From an optimization exercise on the open Yosys and OpenROAD flow, aimed at small area; shortcuts taken in it are not production practice.
Function was checked by simulation only, so behaviour that the tests miss may differ from the original.
No activity file was given, so power comes from the tool's default toggle rates.

==> job 814: inputs <==
// c6288_top
module c6288_top (clk,
    in256, in239, in222, in205, in188, in171, in154, in137, in120, in103, in86, in69, in52, in35, in18, in1, in528, in511, in494, in477, in460, in443, in426, in409, in392, in375, in358, in341, in324, in307, in290, in273,
    out6287, out6288, out6280, out6270, out6260, out6250, out6240, out6230, out6220, out6210, out6200, out6190, out6180, out6170, out6160, out6150, out6123, out5971, out5672, out5308, out4946, out4591, out4241, out3895, out3552, out3211, out2877, out2548, out2223, out1901, out1581, out545);
clock: 10.0 ns
lec_check: 0
cap_margin: 20
core_margin: 2
core_utilization: 40
gpl_timing_driven: 0
slew_margin: 20
synth_hierarchical: 1
synth_minimum_keep_size: 0
standard.sh (not shown) runs the stock make flow with config.mk's settings and CLKGATE_MAP_FILE= SYNTH_SCRIPT=/design/flow/synth_recipe.tcl, a recipe that flattens the netlist after the stock synthesis.
==> flow/flow/run.sh <==
#!/bin/bash
set -euo pipefail
bash standard.sh \
  "BUFFER_PORTS_ARGS=-inputs -buffer_cell sky130_fd_sc_hd__buf_1" \
  "PRE_GLOBAL_PLACE_TCL=$PWD/flow/outbuf.tcl" \
  "CTS_ARGS=-sink_clustering_enable -repair_clock_nets -buf_list sky130_fd_sc_hd__clkbuf_8 -root_buf sky130_fd_sc_hd__clkbuf_8 -sink_clustering_size 32 -sink_clustering_max_diameter 400 -dont_use_dummy_load" \
  finish > standard_flow.log 2>&1
==> flow/flow/outbuf.tcl <==
# Buffer every output port with the smallest buffer and keep those buffers
# (global_place.tcl's remove_buffers would otherwise take them out again).
# The inputs are buffered by the standard buffer_ports call after this hook.
buffer_ports -outputs -buffer_cell sky130_fd_sc_hd__buf_1
# connect the new buffers' power and ground pins by the design's global rules
global_connect
set n 0
foreach port [get_ports out*] {
  set net [get_nets [get_full_name $port]]
  foreach pin [get_pins -of_objects $net -filter "direction == output"] {
    set_dont_touch [get_cells -of_objects $pin]
    incr n
  }
}
puts "dont_touch set on $n output buffers"
if { $n != 32 } { error "expected 32 output buffers, found $n" }
==> inputs of job 9622, as changes to job 814 <==
--- a/flow/design.v
+++ b/flow/design.v
@@ -1409,77 +1409,75 @@
   wire c969;
   ha u970 (.a(c861), .b(s863), .s(s968), .co(c969));
   wire s971;
   wire c972;
   fa u973 (.a(c864), .b(s866), .c(c969), .s(s971), .co(c972));
-  xn u974 (.a(s968), .b(c949), .y(P[17]));
-  wire t975;
-  incb u976 (.s0(s971), .cin(c949), .t(s968), .p(P[18]), .tn(t975));
-  wire bco977;
-  cco u978 (.g(c972), .cin(c949), .t(t975), .y(bco977));
-  wire s979;
-  wire c980;
-  ha u981 (.a(c867), .b(s869), .s(s979), .co(c980));
-  wire s982;
-  wire c983;
-  fa u984 (.a(c870), .b(s872), .c(c980), .s(s982), .co(c983));
-  xn u985 (.a(s979), .b(bco977), .y(P[19]));
-  wire t986;
-  incb u987 (.s0(s982), .cin(bco977), .t(s979), .p(P[20]), .tn(t986));
-  wire bco988;
-  cco u989 (.g(c983), .cin(bco977), .t(t986), .y(bco988));
-  wire s990;
-  wire c991;
-  ha u992 (.a(c873), .b(s875), .s(s990), .co(c991));
-  wire s993;
-  wire c994;
-  fa u995 (.a(c876), .b(s878), .c(c991), .s(s993), .co(c994));
-  wire s996;
-  wire c997;
-  fa u998 (.a(c879), .b(s881), .c(c994), .s(s996), .co(c997));
+  wire s974;
+  wire c975;
+  fa u976 (.a(c867), .b(s869), .c(c972), .s(s974), .co(c975));
+  wire s977;
+  wire c978;
+  fa u979 (.a(c870), .b(s872), .c(c975), .s(s977), .co(c978));
+  wire s980;
+  wire c981;
+  fa u982 (.a(c873), .b(s875), .c(c978), .s(s980), .co(c981));
+  wire s983;
+  wire c984;
+  fa u985 (.a(c876), .b(s878), .c(c981), .s(s983), .co(c984));
+  xn u986 (.a(s968), .b(c949), .y(P[17]));
+  wire t987;
+  incb u988 (.s0(s971), .cin(c949), .t(s968), .p(P[18]), .tn(t987));
+  wire t989;
+  incb u990 (.s0(s974), .cin(c949), .t(t987), .p(P[19]), .tn(t989));
+  wire t991;
+  incb u992 (.s0(s977), .cin(c949), .t(t989), .p(P[20]), .tn(t991));
+  wire t993;
+  incb u994 (.s0(s980), .cin(c949), .t(t991), .p(P[21]), .tn(t993));
+  wire t995;
+  incb u996 (.s0(s983), .cin(c949), .t(t993), .p(P[22]), .tn(t995));
+  wire bco997;
+  cco u998 (.g(c984), .cin(c949), .t(t995), .y(bco997));
   wire s999;
   wire c1000;
-  fa u1001 (.a(c882), .b(s884), .c(c997), .s(s999), .co(c1000));
-  xn u1002 (.a(s990), .b(bco988), .y(P[21]));
-  wire t1003;
-  incb u1004 (.s0(s993), .cin(bco988), .t(s990), .p(P[22]), .tn(t1003));
-  wire t1005;
-  incb u1006 (.s0(s996), .cin(bco988), .t(t1003), .p(P[23]), .tn(t1005));
-  wire t1007;
-  incb u1008 (.s0(s999), .cin(bco988), .t(t1005), .p(P[24]), .tn(t1007));
-  wire bco1009;
-  cco u1010 (.g(c1000), .cin(bco988), .t(t1007), .y(bco1009));
+  ha u1001 (.a(c879), .b(s881), .s(s999), .co(c1000));
+  wire s1002;
+  wire c1003;
+  fa u1004 (.a(c882), .b(s884), .c(c1000), .s(s1002), .co(c1003));
+  wire s1005;
+  wire c1006;
+  fa u1007 (.a(s887), .b(c885), .c(c1003), .s(s1005), .co(c1006));
+  wire s1008;
+  wire c1009;
+  fa u1010 (.a(s890), .b(c888), .c(c1006), .s(s1008), .co(c1009));
   wire s1011;
   wire c1012;
-  ha u1013 (.a(s887), .b(c885), .s(s1011), .co(c1012));
+  fa u1013 (.a(s893), .b(c891), .c(c1009), .s(s1011), .co(c1012));
   wire s1014;
   wire c1015;
-  fa u1016 (.a(s890), .b(c888), .c(c1012), .s(s1014), .co(c1015));
+  fa u1016 (.a(s896), .b(c894), .c(c1012), .s(s1014), .co(c1015));
   wire s1017;
   wire c1018;
-  fa u1019 (.a(s893), .b(c891), .c(c1015), .s(s1017), .co(c1018));
+  fa u1019 (.a(s899), .b(c897), .c(c1015), .s(s1017), .co(c1018));
   wire s1020;
   wire c1021;
-  fa u1022 (.a(s896), .b(c894), .c(c1018), .s(s1020), .co(c1021));
-  wire s1023;
-  wire c1024;
-  fa u1025 (.a(s899), .b(c897), .c(c1021), .s(s1023), .co(c1024));
-  wire s1026;
-  wire c1027;
-  fa u1028 (.a(n_15_15), .b(c900), .c(c1024), .s(s1026), .co(c1027));
-  xn u1029 (.a(s1011), .b(bco1009), .y(P[25]));
+  fa u1022 (.a(n_15_15), .b(c900), .c(c1018), .s(s1020), .co(c1021));
+  xn u1023 (.a(s999), .b(bco997), .y(P[23]));
+  wire t1024;
+  incb u1025 (.s0(s1002), .cin(bco997), .t(s999), .p(P[24]), .tn(t1024));
+  wire t1026;
+  incb u1027 (.s0(s1005), .cin(bco997), .t(t1024), .p(P[25]), .tn(t1026));
+  wire t1028;
+  incb u1029 (.s0(s1008), .cin(bco997), .t(t1026), .p(P[26]), .tn(t1028));
   wire t1030;
-  incb u1031 (.s0(s1014), .cin(bco1009), .t(s1011), .p(P[26]), .tn(t1030));
+  incb u1031 (.s0(s1011), .cin(bco997), .t(t1028), .p(P[27]), .tn(t1030));
   wire t1032;
-  incb u1033 (.s0(s1017), .cin(bco1009), .t(t1030), .p(P[27]), .tn(t1032));
+  incb u1033 (.s0(s1014), .cin(bco997), .t(t1030), .p(P[28]), .tn(t1032));
   wire t1034;
-  incb u1035 (.s0(s1020), .cin(bco1009), .t(t1032), .p(P[28]), .tn(t1034));
+  incb u1035 (.s0(s1017), .cin(bco997), .t(t1032), .p(P[29]), .tn(t1034));
   wire t1036;
-  incb u1037 (.s0(s1023), .cin(bco1009), .t(t1034), .p(P[29]), .tn(t1036));
-  wire t1038;
-  incb u1039 (.s0(s1026), .cin(bco1009), .t(t1036), .p(P[30]), .tn(t1038));
-  incl u1040 (.s0(c1027), .cin(bco1009), .t(t1038), .p(P[31]));
+  incb u1037 (.s0(s1020), .cin(bco997), .t(t1034), .p(P[30]), .tn(t1036));
+  incl u1038 (.s0(c1021), .cin(bco997), .t(t1036), .p(P[31]));
 endmodule  
 module nd (a, b, y);
   input a, b; output y;
   assign y = ~(a & b);
 endmodule
==> flow/run.sh (new file) <==
#!/bin/bash
# synth_recipe.tcl (not shown) runs the flow's synth.tcl, then flattens the netlist and writes it again
# the make line also repeats each setting of config.mk as NAME=value (left out here)
make -C /OpenROAD-flow-scripts/flow DESIGN_CONFIG=/design/flow/config.mk WORK_HOME=/design/flow/orfs CLKGATE_MAP_FILE= SYNTH_SCRIPT=/design/flow/synth_recipe.tcl finish
GPL_TIMING_DRIVEN = not set   (was 0)
removed: flow/flow/run.sh
removed: flow/flow/outbuf.tcl
removed: flow/standard.sh
==> comparison table <==
|  | job 9622 | job 814 |
|---|---|---|
| Run status | timing/DRC/antenna clean | timing/DRC/antenna clean |
| Clock period minus final worst setup slack | 9360 ps | 9710 ps |
| Met1 track utilization from global routing | 29.0% | 26.4% |
| Power drawn by the clock network | 0.000186 W | 0.000102 W |
| Synth Area in Compound Gates | 0.113% | 0.340% |
| Sequential group share of total power | 10.2% | 11.8% |
| Placed Instance Area | 7850 um2 | 7150 um2 |
| ClkCell Share | 2.09% | 0.951% |
| Combinational fraction of design power | 82.5% | 83.5% |
| Final non-filler cell area | 8010 um2 | 7240 um2 |
| Combinational cell power | 0.00211 W | 0.00183 W |
| WHS | 2370 ps | 2080 ps |
| Static power due to leakage | 2.83 nW | 2.48 nW |

-- static timing again, ports no longer ideal --
The results above use ideal ports. As a check the final layouts listed here were re-extracted and re-timed, cells and wires unchanged.
Step 1 sets driving cells, clkbuf_16 on the clock port and buf_2 on the other inputs (assumed; they add their load-dependent delay and slew).
Step 2 adds t to the input delays and takes it off the output delays; t is the mean of the earliest and latest rising clock arrival at the registers after step 1. Input paths then give back, and output paths get back, about the clock's delay inside the block.
Three values: ideal ports, drivers, drivers and shift; two values: the first two.
| run | shift t [ns] | slack for setup (ns) | worst setup path after step 2 | clock arrival spread, ns |
|---|---|---|---|---|
| job 814 | 0.349 | 0.289 / 0.298 / -0.052 | input to register | 0.010 / 0.011 |
| job 9622 | 0.335 | 0.644 / 0.661 / 0.327 | input to register | 0.005 / 0.005 |
Met with ideal ports but missed after step 2: setup timing in job 814. The setup slack of job 814, which loses most, moves by +0.009 ns with the drivers and by -0.341 ns with both steps.
